Context: an optimization exercise on an open-source flow, tuned for small area, a short achievable clock period and few clock cycles. The choices shown serve that exercise and are no tape-out recipe.
In this exercise RTL edits were held to simulation tests only and were not proved equivalent to the original.

--- design/flow/config.mk ---
export PLATFORM = sky130hd
export DESIGN_NAME = SinX
export DESIGN_NICKNAME = SinX
export VERILOG_FILES = /design/flow/design.v
export SDC_FILE = /design/flow/constraint.sdc
export NUM_CORES = 4
export LEC_CHECK = 0
export ABC_AREA = 1
export ABC_CLOCK_PERIOD_IN_PS = 50000
export CAP_MARGIN = 20
export CORE_MARGIN = 2
export CORE_UTILIZATION = 50
export SLEW_MARGIN = 20
--- design/flow/constraint.sdc ---
create_clock -name core_clock -period 80.0 [get_ports {clk}]
set_input_delay 16.0000 -clock core_clock [delete_from_list [all_inputs] [get_ports {clk}]]
set_output_delay 16.0000 -clock core_clock [all_outputs]
set_load 0.01 [all_outputs]
--- design/flow/run.sh ---
#!/bin/bash
# synth_recipe.tcl (not shown) runs the flow's synth.tcl, then flattens the netlist and writes it again
# the make line also repeats each setting of config.mk as NAME=value (left out here)
make -C /OpenROAD-flow-scripts/flow DESIGN_CONFIG=/design/flow/config.mk WORK_HOME=/design/flow/orfs CLKGATE_MAP_FILE= SYNTH_SCRIPT=/design/flow/synth_recipe.tcl finish
--- design/flow/design.v ---
module fp_addsub(Sum, A, B, sub);
	input [31:0] A, B;
	input sub;
	output [31:0] Sum;
	wire sA = A[31];
	wire sB = B[31] ^ sub;
	wire [7:0] eA = A[30:23];
	wire [7:0] eB = B[30:23];
	wire [23:0] mA = {1'b1, A[22:0]};
	wire [23:0] mB = {1'b1, B[22:0]};
	wire swap = B[30:0] > A[30:0];
	wire [7:0] eBig = swap ? eB : eA;
	wire [7:0] d = swap ? (eB - eA) : (eA - eB);
	wire [23:0] mBig = swap ? mB : mA;
	wire [23:0] mSm = swap ? mA : mB;
	wire [23:0] mSh = (d[7:5] != 3'd0 || d[4:3] == 2'b11) ? 24'd0 : (mSm >> d[4:0]);
	wire eff_sub = sA ^ sB;
	wire [24:0] R = {1'b0, mBig} + ({1'b0, mSh} ^ {25{eff_sub}}) + {24'd0, eff_sub};
	wire [23:0] F0 = R[24:1];
	wire z16 = F0[23:8] == 16'd0;
	wire [23:0] F1 = z16 ? {F0[7:0], 16'd0} : F0;
	wire z8 = F1[23:16] == 8'd0;
	wire [23:0] F2 = z8 ? {F1[15:0], 8'd0} : F1;
	wire z4 = F2[23:20] == 4'd0;
	wire [23:0] F3 = z4 ? {F2[19:0], 4'd0} : F2;
	wire z2 = F3[23:22] == 2'd0;
	wire [23:0] F4 = z2 ? {F3[21:0], 2'd0} : F3;
	wire z1 = ~F4[23];
	wire [23:0] F5 = z1 ? {F4[22:0], 1'b0} : F4;
	wire zero = z16 & (F0[7:0] == 8'd0);
	wire [4:0] lz = zero ? 5'd24 : {z16, z8, z4, z2, z1};
	wire [7:0] E = eBig + 8'd1 - {3'b000, lz};
	assign Sum = {swap ? sB : sA, E, F5[22:0]};
endmodule
module SinX(Out, OE, In, start, clk, reset);
	input clk, reset, start;
	input [31:0] In;
	output [31:0] Out;
	output OE;
	localparam [31:0] C360 = 32'h43B40000;
	localparam [31:0] C180 = 32'h43340000;
	localparam [31:0] C90  = 32'h42B40000;
	localparam [31:0] C45  = 32'h42340000;
	localparam [31:0] KCORDIC = 32'h3F1B7507;
	reg st_idle, st_red, st_f2, st_f3, st_it, st_out;
	reg [4:0] i;
	reg s;
	reg [31:0] x, y, z;
	reg [31:0] arctan_i;
	always @(*) begin
		case (i)
			5'd1:  arctan_i = 32'h41D48539;
			5'd2:  arctan_i = 32'h41609474;
			5'd3:  arctan_i = 32'h40E40022;
			5'd4:  arctan_i = 32'h4064E2A9;
			5'd5:  arctan_i = 32'h3FE51BCA;
			5'd6:  arctan_i = 32'h3F652A1A;
			5'd7:  arctan_i = 32'h3EE52DAF;
			5'd8:  arctan_i = 32'h3E652E94;
			5'd9:  arctan_i = 32'h3DE52ECD;
			5'd10: arctan_i = 32'h3D652EDC;
			5'd11: arctan_i = 32'h3CE52EDF;
			5'd12: arctan_i = 32'h3C652EE0;
			5'd13: arctan_i = 32'h3BE52EE0;
			5'd14: arctan_i = 32'h3B652EE0;
			5'd15: arctan_i = 32'h3BF5471D;
			5'd16: arctan_i = 32'h3A652EE0;
			5'd17: arctan_i = 32'h39E52EE0;
			5'd18: arctan_i = 32'h39652EE0;
			5'd19: arctan_i = 32'h38E52EE0;
			5'd20: arctan_i = 32'h38652EE0;
			default: arctan_i = 32'h41D48539;
		endcase
	end
	wire d = z[31];
	wire k360 = ~z[31] & (z[30:0] > C360[30:0]);
	wire k180 = ~z[31] & (z[30:0] > C180[30:0]);
	wire k90 = ~z[31] & (z[30:0] > C90[30:0]);
	wire [7:0] i8 = {3'b000, i};
	wire [31:0] ysh = {y[31], y[30:23] - i8, y[22:0]};
	wire [31:0] xsh = {x[31], x[30:23] - i8, x[22:0]};
	wire [31:0] xa = st_it ? x : (st_red ? C360 : C180);
	wire [31:0] xb = st_it ? ysh : z;
	wire [31:0] ya = st_it ? y : C180;
	wire [31:0] yb = st_it ? xsh : z;
	wire [31:0] zb = st_it ? arctan_i : ((st_red & k360) ? C360 : C45);
	wire [31:0] xo, yo, zo;
	fp_addsub ax(xo, xa, xb, ~st_it | ~d);
	fp_addsub ay(yo, ya, yb, ~st_it | d);
	fp_addsub az(zo, z, zb, ~st_it | ~d);
	wire red_it = st_red & ~k360 & ~k180 & ~k90;
	wire f2_it = st_f2 & ~k90;
	wire go_it = red_it | f2_it | st_f3;
	wire last = st_it & (i == 5'd20);
	always @(posedge clk, posedge reset) begin
		if (reset) begin
			st_idle <= 1'b1;
			st_red <= 1'b0;
			st_f2 <= 1'b0;
			st_f3 <= 1'b0;
			st_it <= 1'b0;
			st_out <= 1'b0;
		end else begin
			st_idle <= (st_idle & ~start) | st_out;
			st_red <= (st_idle & start) | (st_red & k360);
			st_f2 <= st_red & ~k360 & k180;
			st_f3 <= (st_red & ~k360 & ~k180 & k90) | (st_f2 & k90);
			st_it <= go_it | (st_it & ~last);
			st_out <= last;
		end
	end
	always @(posedge clk) begin
		if (st_idle | st_out)
			z <= {1'b0, In[30:0]};
		else if (st_red & ~k360 & k180)
			z <= xo;
		else if ((st_red & ~k360 & ~k180 & k90) | (st_f2 & k90))
			z <= st_red ? yo : xo;
		else
			z <= zo;
		if (st_idle)
			s <= In[31];
		else if (st_red & ~k360 & k180)
			s <= ~s;
		x <= st_it ? xo : KCORDIC;
		y <= st_it ? yo : KCORDIC;
		i <= st_it ? i + 5'd1 : 5'd1;
	end
	assign OE = st_out;
	assign Out = {s, y[30:0]};
endmodule
==> run notes, run 1 <==
# TYPE chip_impl_metric gauge
chip_impl_info{name="status",value="no timing/DRC/antenna violations"} 1
chip_impl_info{name="rsz0062_at_grt",value="false"} 1
chip_impl_metric{name="timing.final.max_slew_violations",unit=""} 0
chip_impl_metric{name="finalInstanceArea",unit="mm2"} 0.0262
chip_impl_info{name="clock-root-buffer",value="sky130_fd_sc_hd__clkbuf_16"} 1
chip_impl_metric{name="yosys_register_bits",unit=""} 133
chip_impl_metric{name="grt.met3_usage",unit="%"} 8.61
chip_impl_metric{name="grt_util_met2",unit="%"} 59.8
chip_impl_info{name="end_kind",value="output pin"} 1
chip_impl_info{name="synthTopCellsByCount",value="sky130_fd_sc_hd__nand2_1 (1288), sky130_fd_sc_hd__nand3_1 (508), sky130_fd_sc_hd__inv_1 (491)"} 1
chip_impl_metric{name="drcViolationCount",unit=""} 0
chip_impl_metric{name="max_cap_viols",unit=""} 0
chip_impl_metric{name="final_period_minus_worst_setup_slack",unit="ns"} 17.48
chip_impl_metric{name="fin_nets",unit=""} 4628
chip_impl_metric{name="route.final.wire_length",unit="um"} 101000
chip_impl_metric{name="synth_edf_count",unit=""} 1
chip_impl_metric{name="drive_gt1_share",unit="%"} 3.66
chip_impl_metric{name="ctsResizeCount",unit=""} 0
chip_impl_metric{name="grt_max_degree",unit=""} 83
chip_impl_metric{name="numPlacedInstances",unit=""} 5009
chip_impl_metric{name="port_buffers",unit=""} 67
chip_impl_metric{name="num_antenna_cells",unit=""} 0
chip_impl_metric{name="postCtsSetupBuffers",unit=""} 0
chip_impl_metric{name="finalCoreUtilization",unit="%"} 52.5
chip_impl_info{name="crit_family",value="buffers and inverters"} 1
chip_impl_metric{name="initial_core_util",unit="%"} 50.4
chip_impl_metric{name="seqCellArea",unit="mm2"} 0.00271
chip_impl_metric{name="synth_cells",unit=""} 4479
chip_impl_metric{name="synth_cell_type_count",unit=""} 69
chip_impl_info{name="cell_taking_the_most_area_after_synthesis",value="sky130_fd_sc_hd__nand2_1"} 1
chip_impl_metric{name="ys_warn_count",unit=""} 1
chip_impl_info{name="crit_chain",value="clkdlybuf4s50_1"} 1
chip_impl_metric{name="floorplan.die.width",unit="um"} 228
chip_impl_metric{name="synth_async_reset_ratio",unit="%"} 4.51
chip_impl_metric{name="grtUsageTotal",unit="%"} 38.2
chip_impl_metric{name="cts-hold-fix-buffers",unit=""} 0
chip_impl_metric{name="grt_remaining_overflow",unit=""} 0
chip_impl_metric{name="number_of_hold_slack_violations_in_the_final_timing_report",unit=""} 0
chip_impl_metric{name="antenna_violating_nets_post_route",unit=""} 0
chip_impl_metric{name="number_of_global_route_vias_before_repair",unit=""} 26700
chip_impl_metric{name="max-clock-path-buffers",unit=""} 2
chip_impl_metric{name="weighted_congestion_at_the_end_of_routability_driven_global_placement",unit=""} 1.03
chip_impl_metric{name="detail_route.vias_per_cell",unit=""} 5.82
chip_impl_metric{name="final.setup_skew",unit="ns"} 0.0155
chip_impl_metric{name="clkSlewWorstSetupHoldPaths",unit="ns"} 0.07
chip_impl_metric{name="dp.final_hpwl",unit="um"} 83600
chip_impl_metric{name="yosysSeqAreaShare",unit="%"} 10.8
chip_impl_info{name="yosys-top-cells-area",value="sky130_fd_sc_hd__nand2_1 (19%), sky130_fd_sc_hd__ha_1 (11%), sky130_fd_sc_hd__nand3_1 (10%), sky130_fd_sc_hd__dfxtp_1 (10%), sky130_fd_sc_hd__inv_1 (7.3%)"} 1
chip_impl_metric{name="num_cts_buffers",unit=""} 17
chip_impl_metric{name="htree_levels",unit=""} 4
chip_impl_metric{name="final.period_utilization",unit="%"} 21.8
chip_impl_metric{name="bufs_and_invs_on_worst_path",unit=""} 1
chip_impl_metric{name="core_area",unit="mm2"} 0.0499
chip_impl_metric{name="worst_skew_pair.late_latency",unit="ns"} 0.48
chip_impl_metric{name="drt-pass1-iter-count",unit=""} 8
chip_impl_metric{name="slowest_stage_delay_cp",unit="ns"} 0.58
chip_impl_metric{name="setup_viol_count_final",unit=""} 0
chip_impl_metric{name="antenna_violations_before_repair",unit=""} 2
chip_impl_info{name="hold_path.class",value="flop to flop"} 1
chip_impl_metric{name="fillerInstances",unit=""} 5626
chip_impl_metric{name="synth.top_cell.area_share",unit="%"} 19.3
chip_impl_metric{name="vias",unit=""} 29400
chip_impl_metric{name="critical_path_peak_fanout",unit=""} 4
chip_impl_info{name="synth_most_common_cell",value="sky130_fd_sc_hd__nand2_1"} 1
chip_impl_info{name="cp_class",value="flop to output pin"} 1
chip_impl_info{name="synthFlopType",value="sky130_fd_sc_hd__dfxtp_1"} 1
chip_impl_metric{name="mappedNetlistNets",unit=""} 4751
chip_impl_metric{name="die-area",unit="mm2"} 0.0520
chip_impl_metric{name="rows",unit=""} 82
chip_impl_metric{name="wire_per_inst",unit="um"} 20.1
chip_impl_metric{name="ios",unit=""} 68
chip_impl_metric{name="timing.slew.headroom",unit="%"} 27.5
chip_impl_info{name="kind_of_launch_point_of_the_worst_setup_path",value="flop"} 1
chip_impl_metric{name="cp.arrival",unit="ns"} 1.48
chip_impl_metric{name="highest_clock_rate",unit="MHz"} 57.2
chip_impl_metric{name="multi_input_comb_area",unit="mm2"} 0.0192
chip_impl_metric{name="slew_at_the_pin_closest_to_its_max_slew_limit",unit="ns"} 1.09
chip_impl_metric{name="drt_iter0_markers",unit=""} 3149
chip_impl_metric{name="cts.sink_count",unit=""} 133
chip_impl_metric{name="placed_area",unit="mm2"} 0.0256
chip_impl_metric{name="finalNonFillerCells",unit=""} 5041
chip_impl_info{name="cts_tree",value="built"} 1
chip_impl_metric{name="postSynthAreaPerCell",unit="um2"} 5.61
chip_impl_metric{name="setup_tns",unit="ns"} 0
chip_impl_metric{name="area_growth_syn_to_layout",unit="%"} 4.26
chip_impl_metric{name="worst-endpoint-required",unit="ns"} 64.00
chip_impl_metric{name="post_synthesis_cell_area",unit="mm2"} 0.0251
chip_impl_info{name="cp_slowest_cell",value="sky130_fd_sc_hd__clkdlybuf4s50_1"} 1
chip_impl_metric{name="grt_util_met1",unit="%"} 50.1
chip_impl_info{name="global_route.peak_usage_layer",value="met2"} 1
chip_impl_metric{name="die_height",unit="um"} 228
chip_impl_metric{name="grt_first_pass_wirelength",unit="um"} 154000
-- cell type report --
class,count,share of cell area [%]
multi-input cells,3585,73.5
well taps,672,3.21
clock inverters,14,0.569
clock buffers,18,1.68
repair buffers,83,3.02
flip-flops and latches,133,10.3
inverters,536,7.70
-- worst paths after layout --
| path | cells past startpoint | slack, ns | start | to |
|---|---|---|---|---|
| max in group asynchronous | 2 | 64.02 | reset | st_idle$_DFF_PP1_ |
| max reg2reg | 70 | 64.32 | st_it$_DFF_PP0_ | z[30]$_DFF_P_ |
| max | 1 | 62.52 | y[24]$_SDFF_PN1_ | Out[24] |
| min | 2 | 0.47 | st_f3$_DFF_PP0_ | st_it$_DFF_PP0_ |
| min in group asynchronous | 2 | 15.72 | reset | st_out$_DFF_PP0_ |
| min reg2reg | 2 | 0.47 | st_f3$_DFF_PP0_ | st_it$_DFF_PP0_ |
-- per-stage QoR --
stage / setup WS [ns] / hold WS [ns]
3_5_place_dp: 63.02 / 0.444
5_1_grt: 62.46 / 0.488
6_report: 62.52 / 0.470
2_1_floorplan: 63.50 / 0.420
3_3_place_gp: 63.05 / 0.455
4_1_cts: 62.49 / 0.469
-- per-layer routing --
layer / vias to the layer above / wire (um)
met4: 4 / 4630
met3: 216 / 9780
met2: 1297 / 44000
met5: - / 30
li1: 14500 / -
met1: 13400 / 43000
-- kinds of logic (layout without fill, tap and decap cells) --
family | after synthesis | in the layout | synth area share, %
DFF | 133 | 133 | 10.8
muxes | 1 | 1 | 0.0399
AOI/OAI and AO/OA | 868 | 868 | 19.1
xor gates and xnor gates | 167 | 167 | 5.83
buffers and inverters | 761 | 651 | 12.7
adders and majority gates | 237 | 237 | 12.2
and+or+nand+nor | 2312 | 2312 | 39.4
-- state kept, by name (all words and copies together) (netlist names), 5 cells and up --
register and count:
y 32, arctan_i 25, z 32, i 5
x 32
-- cells in the final DEF, fill, tap and decap left out, drive strengths merged, types with 7 or more instances in the layout --
cell type	n
a211oi	8
a21oi	302
nand2	1320
clkdlybuf4s50	67
o21ai	405
nand4	38
nand3	518
fa	14
o211ai	44
dfxtp	126
clkbuf	18
nor4	11
ha	223
xor2	128
o21a	13
nand3b	22
buf	16
nor3	39
clkinv	23
a31oi	42
nor2	344
xnor2	39
or2	9
o221ai	16
inv	526
a21o	7
Testbench counts, summed over its fixed seeds: cycles 7,495.
==> run 2: changes to the inputs <==
==> design/flow/config.mk (replaced) <==
export PLATFORM = sky130hd
export DESIGN_NAME = SinX
export DESIGN_NICKNAME = SinX
export VERILOG_FILES = /design/flow/design.v
export SDC_FILE = /design/flow/constraint.sdc
export NUM_CORES = 4
export LEC_CHECK = 0
export ABC_CLOCK_PERIOD_IN_PS = 50000
export CAP_MARGIN = 20
export CORE_MARGIN = 2
export CORE_UTILIZATION = 40
export SLEW_MARGIN = 20
==> run 2 against run 1 <==
Against the previous run:
- maximum frequency is 1.1% lower
- final cell count is 8.2% lower
- first-iteration DRC count is 23% higher
- clock skew is 0.0054 ns higher
- global-route usage is 6.4 points lower
- routed wire length is 10% higher
- die area is 32% higher
- hold slack worse by 0.0095 ns
- clock-buffer cell count is 1 lower
==> run notes, run 2 <==
# TYPE chip_impl_metric gauge
chip_impl_info{name="status",value="no timing/DRC/antenna violations"} 1
chip_impl_info{name="synthFlopType",value="sky130_fd_sc_hd__dfxtp_1"} 1
chip_impl_metric{name="num_cts_buffers",unit=""} 17
chip_impl_metric{name="timing.final.max_slew_violations",unit=""} 0
chip_impl_metric{name="drt_iter0_markers",unit=""} 3875
chip_impl_metric{name="ys_warn_count",unit=""} 1
chip_impl_metric{name="mappedNetlistNets",unit=""} 4126
chip_impl_metric{name="worst-endpoint-required",unit="ns"} 64.00
chip_impl_metric{name="ctsResizeCount",unit=""} 0
chip_impl_info{name="cts_tree",value="built"} 1
chip_impl_metric{name="synth_cell_type_count",unit=""} 116
chip_impl_metric{name="cts-hold-fix-buffers",unit=""} 0
chip_impl_metric{name="highest_clock_rate",unit="MHz"} 56.6
chip_impl_metric{name="cts.sink_count",unit=""} 133
chip_impl_metric{name="drive_gt1_share",unit="%"} 6.07
chip_impl_info{name="crit_family",value="buffers and inverters"} 1
chip_impl_metric{name="placement.setup.worst_slack",unit="ns"} 62.89
chip_impl_metric{name="slew_at_the_pin_closest_to_its_max_slew_limit",unit="ns"} 1.30
chip_impl_info{name="leading_cell_type_in_the_layout_fill_and_taps_excluded",value="sky130_fd_sc_hd__nand2_1"} 1
chip_impl_metric{name="synth.top_cell.area_share",unit="%"} 10.5
chip_impl_metric{name="drcViolationCount",unit=""} 0
chip_impl_metric{name="die_height",unit="um"} 262
chip_impl_metric{name="rows",unit=""} 94
chip_impl_metric{name="max_cap_viols",unit=""} 0
chip_impl_metric{name="final.setup_skew",unit="ns"} 0.0210
chip_impl_metric{name="dp.final_hpwl",unit="um"} 89900
chip_impl_metric{name="setup_tns",unit="ns"} 0
chip_impl_metric{name="weighted_congestion_at_the_end_of_routability_driven_global_placement",unit=""} 1.04
chip_impl_info{name="rsz0062_at_grt",value="false"} 1
chip_impl_metric{name="ios",unit=""} 68
chip_impl_metric{name="bufs_and_invs_on_worst_path",unit=""} 1
chip_impl_metric{name="final_period_minus_worst_setup_slack",unit="ns"} 17.66
chip_impl_metric{name="finalInstanceArea",unit="mm2"} 0.0282
chip_impl_metric{name="grt_first_pass_wirelength",unit="um"} 165000
chip_impl_metric{name="area_growth_syn_to_layout",unit="%"} 6.32
chip_impl_info{name="cp_slowest_cell",value="sky130_fd_sc_hd__clkdlybuf4s50_1"} 1
chip_impl_metric{name="max-clock-path-buffers",unit=""} 2
chip_impl_info{name="synth_most_common_cell",value="sky130_fd_sc_hd__nand2_1"} 1
chip_impl_info{name="crit_chain",value="clkdlybuf4s50_1"} 1
chip_impl_metric{name="slowest_stage_delay_cp",unit="ns"} 0.69
chip_impl_metric{name="timing.final.ws_setup",unit="ns"} 62.34
chip_impl_metric{name="finalNonFillerCells",unit=""} 4630
chip_impl_metric{name="die-area",unit="mm2"} 0.0685
chip_impl_info{name="synthTopCellsByCount",value="sky130_fd_sc_hd__nand2_1 (513), sky130_fd_sc_hd__a21oi_1 (342), sky130_fd_sc_hd__nor2_1 (311)"} 1
chip_impl_metric{name="numPlacedInstances",unit=""} 4588
chip_impl_metric{name="cp.arrival",unit="ns"} 1.66
chip_impl_metric{name="number_of_global_route_vias_before_repair",unit=""} 26300
chip_impl_metric{name="vias",unit=""} 29700
chip_impl_metric{name="final.period_utilization",unit="%"} 22.1
chip_impl_metric{name="wire_per_inst",unit="um"} 24.2
chip_impl_metric{name="port_buffers",unit=""} 67
chip_impl_metric{name="clkSlewWorstSetupHoldPaths",unit="ns"} 0.09
chip_impl_metric{name="postSynthAreaPerCell",unit="um2"} 6.89
chip_impl_metric{name="fin_nets",unit=""} 4017
chip_impl_info{name="end_kind",value="output pin"} 1
chip_impl_metric{name="detail_route.vias_per_cell",unit=""} 6.41
chip_impl_metric{name="synth_async_reset_ratio",unit="%"} 4.51
chip_impl_metric{name="core_area",unit="mm2"} 0.0657
chip_impl_info{name="most-common-layout-cells",value="sky130_fd_sc_hd__nand2_1 (513), sky130_fd_sc_hd__a21oi_1 (342), sky130_fd_sc_hd__nor2_1 (311)"} 1
chip_impl_info{name="yosys-top-cells-area",value="sky130_fd_sc_hd__ha_1 (11%), sky130_fd_sc_hd__dfxtp_1 (9.5%), sky130_fd_sc_hd__nand2_1 (7.2%), sky130_fd_sc_hd__mux2i_1 (6.7%), sky130_fd_sc_hd__a21oi_1 (6.4%)"} 1
chip_impl_info{name="cell_taking_the_most_area_after_synthesis",value="sky130_fd_sc_hd__ha_1"} 1
chip_impl_metric{name="post_synthesis_cell_area",unit="mm2"} 0.0266
chip_impl_metric{name="number_of_hold_slack_violations_in_the_final_timing_report",unit=""} 0
chip_impl_info{name="hold_path.class",value="flop to flop"} 1
chip_impl_metric{name="synth_edf_count",unit=""} 1
chip_impl_info{name="biggestRegsByFlops",value="x (32), y (32), z (32)"} 1
chip_impl_metric{name="worst_skew_pair.late_latency",unit="ns"} 0.50
chip_impl_metric{name="postCtsSetupBuffers",unit=""} 0
chip_impl_metric{name="grt_remaining_overflow",unit=""} 0
chip_impl_metric{name="placed_area",unit="mm2"} 0.0276
chip_impl_metric{name="htree_levels",unit=""} 4
chip_impl_metric{name="grtUsageTotal",unit="%"} 31.7
chip_impl_metric{name="initial_core_util",unit="%"} 40.4
chip_impl_metric{name="route.final.wire_length",unit="um"} 112000
chip_impl_metric{name="antenna_violating_nets_post_route",unit=""} 0
chip_impl_metric{name="floorplan.die.width",unit="um"} 262
chip_impl_metric{name="critical_path_peak_fanout",unit=""} 5
chip_impl_metric{name="setup_viol_count_final",unit=""} 0
chip_impl_metric{name="yosys_register_bits",unit=""} 133
chip_impl_metric{name="grt_max_degree",unit=""} 75
chip_impl_metric{name="yosysSeqAreaShare",unit="%"} 10.2
chip_impl_metric{name="drt-pass1-iter-count",unit=""} 10
chip_impl_info{name="kind_of_launch_point_of_the_worst_setup_path",value="flop"} 1
chip_impl_info{name="cp_class",value="flop to output pin"} 1
chip_impl_info{name="clock-root-buffer",value="sky130_fd_sc_hd__clkbuf_16"} 1
chip_impl_metric{name="antenna_violations_before_repair",unit=""} 12
chip_impl_metric{name="timing.slew.headroom",unit="%"} 10.9
chip_impl_metric{name="synth_cells",unit=""} 3854
[run 2: per-stage QoR]
stage | hold WS [ns] | util (%)
6_report | 0.460 | 43.0
5_1_grt | 0.489 | 42.9
4_1_cts | 0.461 | 42.9
3_5_place_dp | 0.444 | 42.0
3_3_place_gp | 0.456 | 42.0
2_1_floorplan | 0.420 | -
[run 2: cells by family after synthesis]
family	share of synthesized area [%]
flip-flops	10.2
AO/OA/AOI/OAI	30.0
adder cells (fa/ha/maj)	11.6
XOR/XNOR	5.96
buffers and inverters	7.48
multiplexers	10.9
AND/OR/NAND/NOR	24.0
[run 2: layer usage]
layer | global-route usage (%) | part of all wire (%) | up-vias
li1 | - | - | 13700
met1 | 45.0 | 44 | 14000
met2 | 44.8 | 40 | 1756
met3 | 10.1 | 13 | 236
met4 | 10.7 | 3.4 | 12
met5 | 0 | 0.074 | -
[run 2: final timing paths]
path | depth (start not counted) | to | slack, ns | from
worst min register to register | 2 | st_it$_DFF_PP0_ | 0.46 | st_f3$_DFF_PP0_
max in group asynchronous | 2 | st_idle$_DFF_PP1_ | 64.03 | reset
worst max register to register | 50 | z[30]$_DFF_P_ | 64.06 | st_it$_DFF_PP0_
worst max-delay path | 1 | Out[10] | 62.34 | y[10]$_SDFF_PN1_
worst min-delay path | 2 | st_it$_DFF_PP0_ | 0.46 | st_f3$_DFF_PP0_
min in group asynchronous | 2 | st_red$_DFF_PP0_ | 15.72 | reset
[run 2: area by class of cell]
class / count / area [um2]
well taps: 864 / 1080
multi-input cells: 3248 / 21900
inverters: 226 / 848
fillers: 6899 / 37500
diodes: 8 / 20.0
flip-flops and latches: 133 / 2710
clock inverters: 15 / 158
clock buffers: 17 / 425
repair buffers: 119 / 1080
[run 2: tightest hold or removal path: stages, from the launching register on]
cell	delay [ns]
sky130_fd_sc_hd__dfrtp_1	0.33
sky130_fd_sc_hd__a21oi_1	0.04
sky130_fd_sc_hd__o21ai_0	0.06

## what the ideal ports hide
How much do the figures lean on ideal ports? The routed layouts below were timed once more, with nothing changed but the port constraints.
Step 1 (the two cells are an assumption about what drives the block):
set clk [get_ports {clk}]
set_driving_cell -lib_cell sky130_fd_sc_hd__clkbuf_16 $clk
set_driving_cell -lib_cell sky130_fd_sc_hd__buf_2 [delete_from_list [all_inputs] $clk]
Step 2 adds t to the input delays and takes it off the output delays; t is the mean of the earliest and latest rising clock arrival at the registers after step 1. Input paths then give back, and output paths get back, about the clock's delay inside the block.
a / b / c = no drivers / after step 1 / after step 2; a / b = the first two.
run | t (ns) | slack for setup (ns) | latest minus earliest clock arrival (ns)
run 1 | 0.532 | 62.525 / 62.466 / 62.998 | 0.016 / 0.016
run 2 | 0.544 | 62.338 / 62.286 / 62.820 | 0.021 / 0.021
After both steps setup and hold are still met in every run listed.
